From an optimization exercise on the open Yosys and OpenROAD flow, aimed at small area and a short achievable clock period; shortcuts taken in it are not production practice. At most, simulation tests tie the RTL to the original design; equivalence was not proved. Power figures rest on the tool's default switching activity, not on a simulated workload.

==> run a: inputs <==
==> flow/design.v <==
`timescale 1ns / 1ps
module gen_register( clk, rst, data_in, data_out, write_en  );
	parameter WORD_SIZE = 32 ;
	input wire clk, rst, write_en;
	input wire [WORD_SIZE-1:0] data_in;
	output reg [WORD_SIZE-1:0] data_out;
always @ (posedge rst or posedge clk ) begin
	if ( rst ) begin
		data_out <= { WORD_SIZE {1'b0} };
	end else begin
		if(write_en)
			data_out <= data_in;
	end
end
endmodule
`timescale 1ns / 1ps
module fp_adder_stage1
	(
		input  wire [31:0] n1,
		input  wire [31:0] n2,
		output wire [7:0]  exp_a,
		output wire [22:0] frac_a,
		output wire [23:0] sig_b,
		output wire [4:0]  sh,
		output wire        big,
		output wire        sign_a,
		output wire        sub
	);
	wire [7:0] e1 = n1[30:23];
	wire [7:0] e2 = n2[30:23];
	wire [7:0] d12, d21;
	wire       ge12, ge21;
	fpa_sub8 sub12 (.a(e1), .b(e2), .d(d12), .ge(ge12));
	fpa_sub8 sub21 (.a(e2), .b(e1), .d(d21), .ge(ge21));
	wire       swap = ~ge12;               
	wire [7:0] s = d12[7] ? d21 : d12;
	assign sh     = s[4:0];
	assign big    = s[7] | s[6] | s[5] | (s[4] & s[3]);    
	assign exp_a  = swap ? e2 : e1;
	assign frac_a = swap ? n2[22:0] : n1[22:0];
	assign sig_b  = swap ? {|e1, n1[22:0]} : {|e2, n2[22:0]};
	assign sign_a = swap ? n2[31] : n1[31];
	assign sub    = n1[31] ^ n2[31];
endmodule
module fpa_sub8
	(
		input  wire [7:0] a,
		input  wire [7:0] b,
		output wire [7:0] d,
		output wire       ge
	);
	wire [7:0] p = a ^ ~b;
	wire [7:0] g = a & ~b;
	wire [8*4-1:0] gg;
	wire [8*4-1:0] pp;
	assign gg[7:0] = g;
	assign pp[7:0] = p;
	genvar k, i;
	generate
		for (k = 0; k < 3; k = k + 1) begin : lvl
			for (i = 0; i < 8; i = i + 1) begin : bt
				if ((i >> k) & 1) begin : node
					localparam integer J = ((i >> k) << k) - 1;
					assign gg[8*(k+1)+i] = gg[8*k+i] | (pp[8*k+i] & gg[8*k+J]);
					assign pp[8*(k+1)+i] = pp[8*k+i] & pp[8*k+J];
				end else begin : pass
					assign gg[8*(k+1)+i] = gg[8*k+i];
					assign pp[8*(k+1)+i] = pp[8*k+i];
				end
			end
		end
	endgenerate
	wire [7:0] c = gg[8*3 +: 8] | pp[8*3 +: 8];
	assign d  = p ^ {c[6:0], 1'b1};
	assign ge = c[7];
endmodule
`timescale 1ns / 1ps
module fp_adder_stage2
	(
		input  wire [23:0] sig_a,
		input  wire [23:0] sig_b,
		input  wire [4:0]  sh,
		input  wire        big,
		input  wire        sign_a,
		input  wire        sub,
		output wire [24:0] mag,
		output wire        sign
	);
	wire [23:0] s0 = big   ? 24'd0 :
	                 sh[4] ? {16'd0, sig_b[23:16]} : sig_b;
	wire [23:0] s1 = sh[3] ? {8'd0, s0[23:8]} : s0;
	wire [23:0] s2 = sh[2] ? {4'd0, s1[23:4]} : s1;
	wire [23:0] s3 = sh[1] ? {2'd0, s2[23:2]} : s2;
	wire [23:0] bs = sh[0] ? {1'd0, s3[23:1]} : s3;
	wire [23:0] b = bs ^ {24{sub}};
	wire [23:0] g0 = sig_a & b;
	wire [23:0] p0 = sig_a ^ b;
	wire [24*6-1:0] g;
	wire [24*6-1:0] p;
	assign g[23:0] = g0;
	assign p[23:0] = p0;
	genvar k, i;
	generate
		for (k = 0; k < 5; k = k + 1) begin : lvl
			for (i = 0; i < 24; i = i + 1) begin : bt
				if ((i >> k) & 1) begin : node
					localparam integer J = ((i >> k) << k) - 1;
					assign g[24*(k+1)+i] = g[24*k+i] | (p[24*k+i] & g[24*k+J]);
					assign p[24*(k+1)+i] = p[24*k+i] & p[24*k+J];
				end else begin : pass
					assign g[24*(k+1)+i] = g[24*k+i];
					assign p[24*(k+1)+i] = p[24*k+i];
				end
			end
		end
	endgenerate
	wire [23:0] G = g[24*5 +: 24];
	wire [23:0] P = p[24*5 +: 24];
	wire cout   = G[23];
	wire force_ = sub & ~|bs & sig_a[23];
	wire cin    = sub & cout & ~force_;
	wire [23:0] c = {G[22:0], 1'b0} | ({P[22:0], 1'b1} & {24{cin}});
	wire [23:0] sm = p0 ^ c;
	wire inv = sub & ~cin;
	assign mag  = {~sub & cout, sm ^ {24{inv}}};
	assign sign = sign_a ^ (sub & ~cout);
endmodule
`timescale 1ns / 1ps
module fp_adder_stage3
	(
		input  wire [24:0] mag,
		input  wire        sign,
		input  wire [7:0]  exp_a1,
		output wire [31:0] result,
		output wire        nonzero
	);
	wire [31:0] x = {mag, 7'd0};
	wire [15:0] v0;
	wire [15:0] c0;
	wire [7:0]  v1;
	wire [15:0] c1;
	wire [3:0]  v2;
	wire [11:0] c2;
	wire [1:0]  v3;
	wire [7:0]  c3;
	genvar j;
	generate
		for (j = 0; j < 16; j = j + 1) begin : l0
			assign v0[j] = x[2*j+1] | x[2*j];
			assign c0[j] = ~x[2*j+1];
		end
		for (j = 0; j < 8; j = j + 1) begin : l1
			assign v1[j] = v0[2*j+1] | v0[2*j];
			assign c1[2*j +: 2] = v0[2*j+1] ? {1'b0, c0[2*j+1]} : {1'b1, c0[2*j]};
		end
		for (j = 0; j < 4; j = j + 1) begin : l2
			assign v2[j] = v1[2*j+1] | v1[2*j];
			assign c2[3*j +: 3] = v1[2*j+1] ? {1'b0, c1[2*(2*j+1) +: 2]} : {1'b1, c1[2*(2*j) +: 2]};
		end
		for (j = 0; j < 2; j = j + 1) begin : l3
			assign v3[j] = v2[2*j+1] | v2[2*j];
			assign c3[4*j +: 4] = v2[2*j+1] ? {1'b0, c2[3*(2*j+1) +: 3]} : {1'b1, c2[3*(2*j) +: 3]};
		end
	endgenerate
	wire [4:0] lz = v3[1] ? {1'b0, c3[7:4]} : {1'b1, c3[3:0]};
	assign nonzero = v3[1] | v3[0];
	wire [24:0] n1 = lz[4] ? {mag[8:0], 16'd0} : mag;
	wire [24:0] n2 = lz[3] ? {n1[16:0], 8'd0} : n1;
	wire [24:0] n3 = lz[2] ? {n2[20:0], 4'd0} : n2;
	wire [24:0] n4 = lz[1] ? {n3[22:0], 2'd0} : n3;
	wire [24:0] n5 = lz[0] ? {n4[23:0], 1'd0} : n4;
	wire [7:0] exp_r;
	wire       exp_ge;
	fpa_sub8 esub (.a(exp_a1), .b({3'd0, lz}), .d(exp_r), .ge(exp_ge));
	assign result = {sign, exp_r, n5[23:1]};
endmodule
`timescale 1ns / 1ps
module FP_Adder
	#(
		parameter FP_SIZE = 32,
		parameter FRAC_SIZE = 23,
		parameter EXP_SIZE = 8
	)
	(
		input clk,
		input rst,
		input enable,
		input[FP_SIZE-1:0]  N1,
		input[FP_SIZE-1:0]  N2,
		input wire valid,
		output reg[FP_SIZE-1:0] result
	);
	wire [7:0]  o_exp;
	wire [22:0] o_fra;
	wire [23:0] o_sigb;
	wire [4:0]  o_sh;
	wire        o_big, o_sa, o_sub;
	fp_adder_stage1 stage_1 (
		.n1(N1), .n2(N2),
		.exp_a(o_exp), .frac_a(o_fra), .sig_b(o_sigb),
		.sh(o_sh), .big(o_big), .sign_a(o_sa), .sub(o_sub));
	reg [7:0]  r_exp;
	reg [22:0] r_fra;
	reg [23:0] r_sigb;
	reg [4:0]  r_sh;
	reg        r_big, r_sa, r_sub;
	reg        r_valid;
	reg        r_en;
	always @(posedge clk) begin
		r_exp   <= o_exp;
		r_fra   <= o_fra;
		r_sigb  <= o_sigb;
		r_sh    <= o_sh;
		r_big   <= o_big;
		r_sa    <= o_sa;
		r_sub   <= o_sub;
		r_valid <= valid;
	end
	always @(posedge clk or posedge rst) begin
		if (rst) r_en <= 1'b0;
		else     r_en <= enable;
	end
	wire [24:0] a_mag_d;
	wire        a_sign_d;
	fp_adder_stage2 stage_2 (
		.sig_a({|r_exp, r_fra}), .sig_b(r_sigb), .sh(r_sh), .big(r_big),
		.sign_a(r_sa), .sub(r_sub),
		.mag(a_mag_d), .sign(a_sign_d));
	reg [24:0] a_mag;
	reg        a_sign;
	reg [7:0]  a_exp1;      
	reg        a_live;
	always @(posedge clk) begin
		if (r_en) begin
			a_mag  <= a_mag_d;
			a_sign <= a_sign_d;
			a_exp1 <= r_exp + 8'd1;
		end
	end
	always @(posedge clk or posedge rst) begin
		if (rst)       a_live <= 1'b0;
		else if (r_en) a_live <= r_valid;
	end
	wire [31:0] b_res_d;
	wire        b_nz_d;
	fp_adder_stage3 stage3 (
		.mag(a_mag), .sign(a_sign), .exp_a1(a_exp1),
		.result(b_res_d), .nonzero(b_nz_d));
	reg [31:0] b_res;
	reg        b_ok;        
	always @(posedge clk) begin
		if (r_en) b_res <= b_res_d;
	end
	always @(posedge clk or posedge rst) begin
		if (rst)       b_ok <= 1'b0;
		else if (r_en) b_ok <= a_live & b_nz_d;
	end
	always @(posedge clk or posedge rst) begin
		if (rst)       result <= 'd0;
		else if (r_en) result <= b_ok ? b_res : 32'd0;
	end
endmodule
==> flow/flow/run.sh <==
#!/bin/bash
# Own layout flow: the standard synthesis (standard.sh synth, unchanged),
# then ORFS's standard layout steps with
#  - timing repair aimed below the 16 ns clock (setup margin in margin.txt),
#  - resizing free to change cell footprints (drive strengths),
#  - plain buffers (not delay cells) on the ports.
# Each step's full output goes to a log file in this folder.
set -uo pipefail
MARGIN=$(cat flow/margin.txt 2>/dev/null || echo 11.8)
bash standard.sh synth > synth.log 2>&1 || { tail -50 synth.log; exit 1; }
bash standard.sh SETUP_SLACK_MARGIN=$MARGIN MATCH_CELL_FOOTPRINT=0 \
  "BUFFER_PORTS_ARGS=-buffer_cell sky130_fd_sc_hd__buf_2" finish > layout.log 2>&1 \
  || { tail -50 layout.log; exit 1; }
tail -5 layout.log
==> flow/flow/margin.txt <==
11.9
==> flow/standard.sh <==
#!/bin/bash
# synth_recipe.tcl (not shown) runs the flow's synth.tcl, then flattens the netlist and writes it again
# the make line also repeats each setting of config.mk as NAME=value (left out here)
make -C /OpenROAD-flow-scripts/flow DESIGN_CONFIG=/design/flow/config.mk WORK_HOME=/design/flow/orfs CLKGATE_MAP_FILE= SYNTH_SCRIPT=/design/flow/synth_recipe.tcl "${@:-finish}"
==> flow/config.mk <==
export PLATFORM = sky130hd
export DESIGN_NAME = FP_Adder
export DESIGN_NICKNAME = FP_Adder
export VERILOG_FILES = /design/flow/design.v
export SDC_FILE = /design/flow/constraint.sdc
export NUM_CORES = 4
export LEC_CHECK = 0
export CAP_MARGIN = 20
export CORE_MARGIN = 2
export CORE_UTILIZATION = 65
export SLEW_MARGIN = 20
==> flow/constraint.sdc <==
create_clock -name core_clock -period 16.0 [get_ports {clk}]
set_input_delay 3.2000 -clock core_clock [delete_from_list [all_inputs] [get_ports {clk}]]
set_output_delay 3.2000 -clock core_clock [all_outputs]
set_load 0.01 [all_outputs]
==> run b (differences from run a) <==
==> flow/design.v, changed modules only <==
module fp_adder_stage1
	(
		input  wire [31:0] n1,
		input  wire [31:0] n2,
		output wire [7:0]  exp_a,
		output wire [23:0] sig_a,
		output wire [23:0] sig_b_sh,
		output wire        sign_a,
		output wire        sub
	);
	wire [7:0] e1 = n1[30:23];
	wire [7:0] e2 = n2[30:23];
	wire [23:0] m1 = {|e1, n1[22:0]};
	wire [23:0] m2 = {|e2, n2[22:0]};
	wire [8:0] d12 = {1'b0, e1} - {1'b0, e2};
	wire [7:0] d21 = e2 - e1;
	wire       swap = d12[8];              
	wire [7:0] sh = d12[7] ? d21 : d12[7:0];
	wire       big = sh[7] | sh[6] | sh[5] | (sh[4] & sh[3]);    
	assign exp_a  = swap ? e2 : e1;
	assign sig_a  = swap ? m2 : m1;
	assign sign_a = swap ? n2[31] : n1[31];
	assign sub    = n1[31] ^ n2[31];
	wire [23:0] sig_b = swap ? m1 : m2;
	wire [23:0] s0 = sh[4] ? {16'd0, sig_b[23:16]} : sig_b;
	wire [23:0] s1 = sh[3] ? {8'd0, s0[23:8]} : s0;
	wire [23:0] s2 = sh[2] ? {4'd0, s1[23:4]} : s1;
	wire [23:0] s3 = sh[1] ? {2'd0, s2[23:2]} : s2;
	wire [23:0] s4 = sh[0] ? {1'd0, s3[23:1]} : s3;
	assign sig_b_sh = big ? 24'd0 : s4;
endmodule
module fp_adder_stage2
	(
		input  wire [23:0] sig_a,
		input  wire [23:0] sig_b_sh,
		input  wire        sign_a,
		input  wire        sub,
		output wire [24:0] mag,
		output wire        sign
	);
	wire [23:0] b = sig_b_sh ^ {24{sub}};
	wire [23:0] g0 = sig_a & b;
	wire [23:0] p0 = sig_a ^ b;
	wire [24*6-1:0] g;
	wire [24*6-1:0] p;
	assign g[23:0] = g0;
	assign p[23:0] = p0;
	genvar k, i;
	generate
		for (k = 0; k < 5; k = k + 1) begin : lvl
			for (i = 0; i < 24; i = i + 1) begin : bt
				if ((i >> k) & 1) begin : node
					localparam integer J = ((i >> k) << k) - 1;
					assign g[24*(k+1)+i] = g[24*k+i] | (p[24*k+i] & g[24*k+J]);
					assign p[24*(k+1)+i] = p[24*k+i] & p[24*k+J];
				end else begin : pass
					assign g[24*(k+1)+i] = g[24*k+i];
					assign p[24*(k+1)+i] = p[24*k+i];
				end
			end
		end
	endgenerate
	wire [23:0] G = g[24*5 +: 24];
	wire [23:0] P = p[24*5 +: 24];
	wire cout  = G[23];
	wire force_ = sub & ~|sig_b_sh & sig_a[23];
	wire cin   = sub & cout & ~force_;
	wire [23:0] c = {G[22:0], 1'b0} | ({P[22:0], 1'b1} & {24{cin}});
	wire [23:0] s = p0 ^ c;
	wire inv = sub & ~cin;
	assign mag  = {~sub & cout, s ^ {24{inv}}};
	assign sign = sign_a ^ (sub & ~cout);
endmodule
module fp_adder_stage3
	(
		input  wire [24:0] mag,
		input  wire        sign,
		input  wire [7:0]  exp_a1,
		input  wire        live,
		output wire [31:0] result
	);
	wire [31:0] x = {mag, 7'd0};
	wire [15:0] v0;
	wire [15:0] c0;
	wire [7:0]  v1;
	wire [15:0] c1;
	wire [3:0]  v2;
	wire [11:0] c2;
	wire [1:0]  v3;
	wire [7:0]  c3;
	genvar j;
	generate
		for (j = 0; j < 16; j = j + 1) begin : l0
			assign v0[j] = x[2*j+1] | x[2*j];
			assign c0[j] = ~x[2*j+1];
		end
		for (j = 0; j < 8; j = j + 1) begin : l1
			assign v1[j] = v0[2*j+1] | v0[2*j];
			assign c1[2*j +: 2] = v0[2*j+1] ? {1'b0, c0[2*j+1]} : {1'b1, c0[2*j]};
		end
		for (j = 0; j < 4; j = j + 1) begin : l2
			assign v2[j] = v1[2*j+1] | v1[2*j];
			assign c2[3*j +: 3] = v1[2*j+1] ? {1'b0, c1[2*(2*j+1) +: 2]} : {1'b1, c1[2*(2*j) +: 2]};
		end
		for (j = 0; j < 2; j = j + 1) begin : l3
			assign v3[j] = v2[2*j+1] | v2[2*j];
			assign c3[4*j +: 4] = v2[2*j+1] ? {1'b0, c2[3*(2*j+1) +: 3]} : {1'b1, c2[3*(2*j) +: 3]};
		end
	endgenerate
	wire       nz = v3[1] | v3[0];
	wire [4:0] lz = v3[1] ? {1'b0, c3[7:4]} : {1'b1, c3[3:0]};
	wire [24:0] n1 = lz[4] ? {mag[8:0], 16'd0} : mag;
	wire [24:0] n2 = lz[3] ? {n1[16:0], 8'd0} : n1;
	wire [24:0] n3 = lz[2] ? {n2[20:0], 4'd0} : n2;
	wire [24:0] n4 = lz[1] ? {n3[22:0], 2'd0} : n3;
	wire [24:0] n5 = lz[0] ? {n4[23:0], 1'd0} : n4;
	wire [7:0] exp_r = exp_a1 - {3'd0, lz};
	wire kill = ~nz | ~live;
	assign result = kill ? 32'd0 : {sign, exp_r, n5[23:1]};
endmodule
module FP_Adder
	#(
		parameter FP_SIZE = 32,
		parameter FRAC_SIZE = 23,
		parameter EXP_SIZE = 8
	)
	(
		input clk,
		input rst,
		input enable,
		input[FP_SIZE-1:0]  N1,
		input[FP_SIZE-1:0]  N2,
		input wire valid,
		output reg[FP_SIZE-1:0] result
	);
	reg [31:0] r_n1;
	reg [31:0] r_n2;
	reg        r_valid;
	reg        r_en;
	always @(posedge clk) begin
		r_n1    <= N1;
		r_n2    <= N2;
		r_valid <= valid;
	end
	always @(posedge clk or posedge rst) begin
		if (rst) r_en <= 1'b0;
		else     r_en <= enable;
	end
	wire [7:0]  a_exp_d;
	wire [23:0] a_sig_d;
	wire [23:0] a_bsh_d;
	wire        a_sa_d, a_sub_d;
	fp_adder_stage1 stage_1 (
		.n1(r_n1), .n2(r_n2),
		.exp_a(a_exp_d), .sig_a(a_sig_d), .sig_b_sh(a_bsh_d),
		.sign_a(a_sa_d), .sub(a_sub_d));
	reg [7:0]  a_exp;
	reg [23:0] a_sig;
	reg [23:0] a_bsh;
	reg        a_sa, a_sub;
	reg        a_live;
	always @(posedge clk) begin
		if (r_en) begin
			a_exp <= a_exp_d;
			a_sig <= a_sig_d;
			a_bsh <= a_bsh_d;
			a_sa  <= a_sa_d;
			a_sub  <= a_sub_d;
		end
	end
	always @(posedge clk or posedge rst) begin
		if (rst)       a_live <= 1'b0;
		else if (r_en) a_live <= r_valid;
	end
	wire [24:0] b_mag_d;
	wire        b_sign_d;
	fp_adder_stage2 stage_2 (
		.sig_a(a_sig), .sig_b_sh(a_bsh), .sign_a(a_sa), .sub(a_sub),
		.mag(b_mag_d), .sign(b_sign_d));
	reg [24:0] b_mag;
	reg        b_sign;
	reg [7:0]  b_exp;       
	reg        b_live;
	always @(posedge clk) begin
		if (r_en) begin
			b_mag  <= b_mag_d;
			b_sign <= b_sign_d;
			b_exp  <= a_exp + 8'd1;
		end
	end
	always @(posedge clk or posedge rst) begin
		if (rst)       b_live <= 1'b0;
		else if (r_en) b_live <= a_live;
	end
	wire [31:0] c_result;
	fp_adder_stage3 stage3 (
		.mag(b_mag), .sign(b_sign), .exp_a1(b_exp), .live(b_live),
		.result(c_result));
	always @(posedge clk or posedge rst) begin
		if (rst)       result <= 'd0;
		else if (r_en) result <= c_result;
	end
endmodule
// module fpa_sub8 removed
==> flow/flow/run.sh (replaced) <==
#!/bin/bash
# Own layout flow: the standard synthesis, then ORFS's standard layout steps
# with timing repair aimed below the 16 ns clock (setup margin), plain
# buffers on the ports, and resizing free to change cell footprints.  Each
# step's full output goes to a log file here.
set -uo pipefail
MARGIN=$(cat flow/margin.txt 2>/dev/null || echo 11.8)
bash standard.sh synth > synth.log 2>&1 || { tail -50 synth.log; exit 1; }
export SETUP_SLACK_MARGIN=$MARGIN
export BUFFER_PORTS_ARGS="-buffer_cell sky130_fd_sc_hd__buf_2"
export MATCH_CELL_FOOTPRINT=0
bash standard.sh finish > layout.log 2>&1 || { tail -50 layout.log; exit 1; }
tail -5 layout.log
==> flow/flow/margin.txt (replaced) <==
11.95
==> qor summary <==
metric	run a	run b
Outcome	no timing/DRC/antenna violations	no timing/DRC/antenna violations
Critical Path Stages	14	1
Post-Synthesis Net Count	1,361	1,269
Placement-stage worst setup slack	9260 ps	11,410 ps
Worst reg2reg path startpoint	r_sh[3]	r_n1[24]
Multi-input gate area	7120 um^2	5870 um^2
Headroom to the max-slew limit	37.9%	29.8%
Design internal power	1310 uW	1240 uW
Number of distinct library cell variants in the gate-level netlist after synthesis	84	73
Pin count of the biggest net entering global routing	57	90
Fin worst setup slack	10,500 ps	11,790 ps
Destination of the critical timing path	r_big	result[24]
Clock transition at path regs	70 ps	80 ps
Max rail drop VDD	0.0858 mV	0.0983 mV
Tcrit/Tclk final	34.4%	26.3%
Met3 WL	1630 um	1800 um
For run a, only the layout was checked, not whether the RTL still works.

[what the ideal ports hide]
Ports are ideal in the flow. The routed layouts listed here were re-timed in OpenROAD.
Step 1 (the two cells are an assumption about what drives the block):
set clk [get_ports {clk}]
set_driving_cell -lib_cell sky130_fd_sc_hd__clkbuf_16 $clk
set_driving_cell -lib_cell sky130_fd_sc_hd__buf_2 [delete_from_list [all_inputs] $clk]
Step 2 moves the port delays by t, midway between the first and last clock arrival at a register: inputs arrive t later, outputs are due t later. That takes back most of the time a late clock gives input paths.
Slacks: ideal / step 1 / step 2; pairs: ideal / step 1.
| run | t (ns) | setup WS [ns] | worst setup path after step 2 | pins driven straight from the clock port |
|---|---|---|---|---|
| run a | 0.479 | 10.503 / 10.487 / 10.008 | input to register | 1 |
| run b | 0.483 | 11.790 / 11.745 / 12.036 | register to register | 1 |
After both steps every run listed still meets setup and hold. For run a, which loses most, drivers alone change the setup slack by -0.016 ns; drivers and shift together by -0.495 ns.
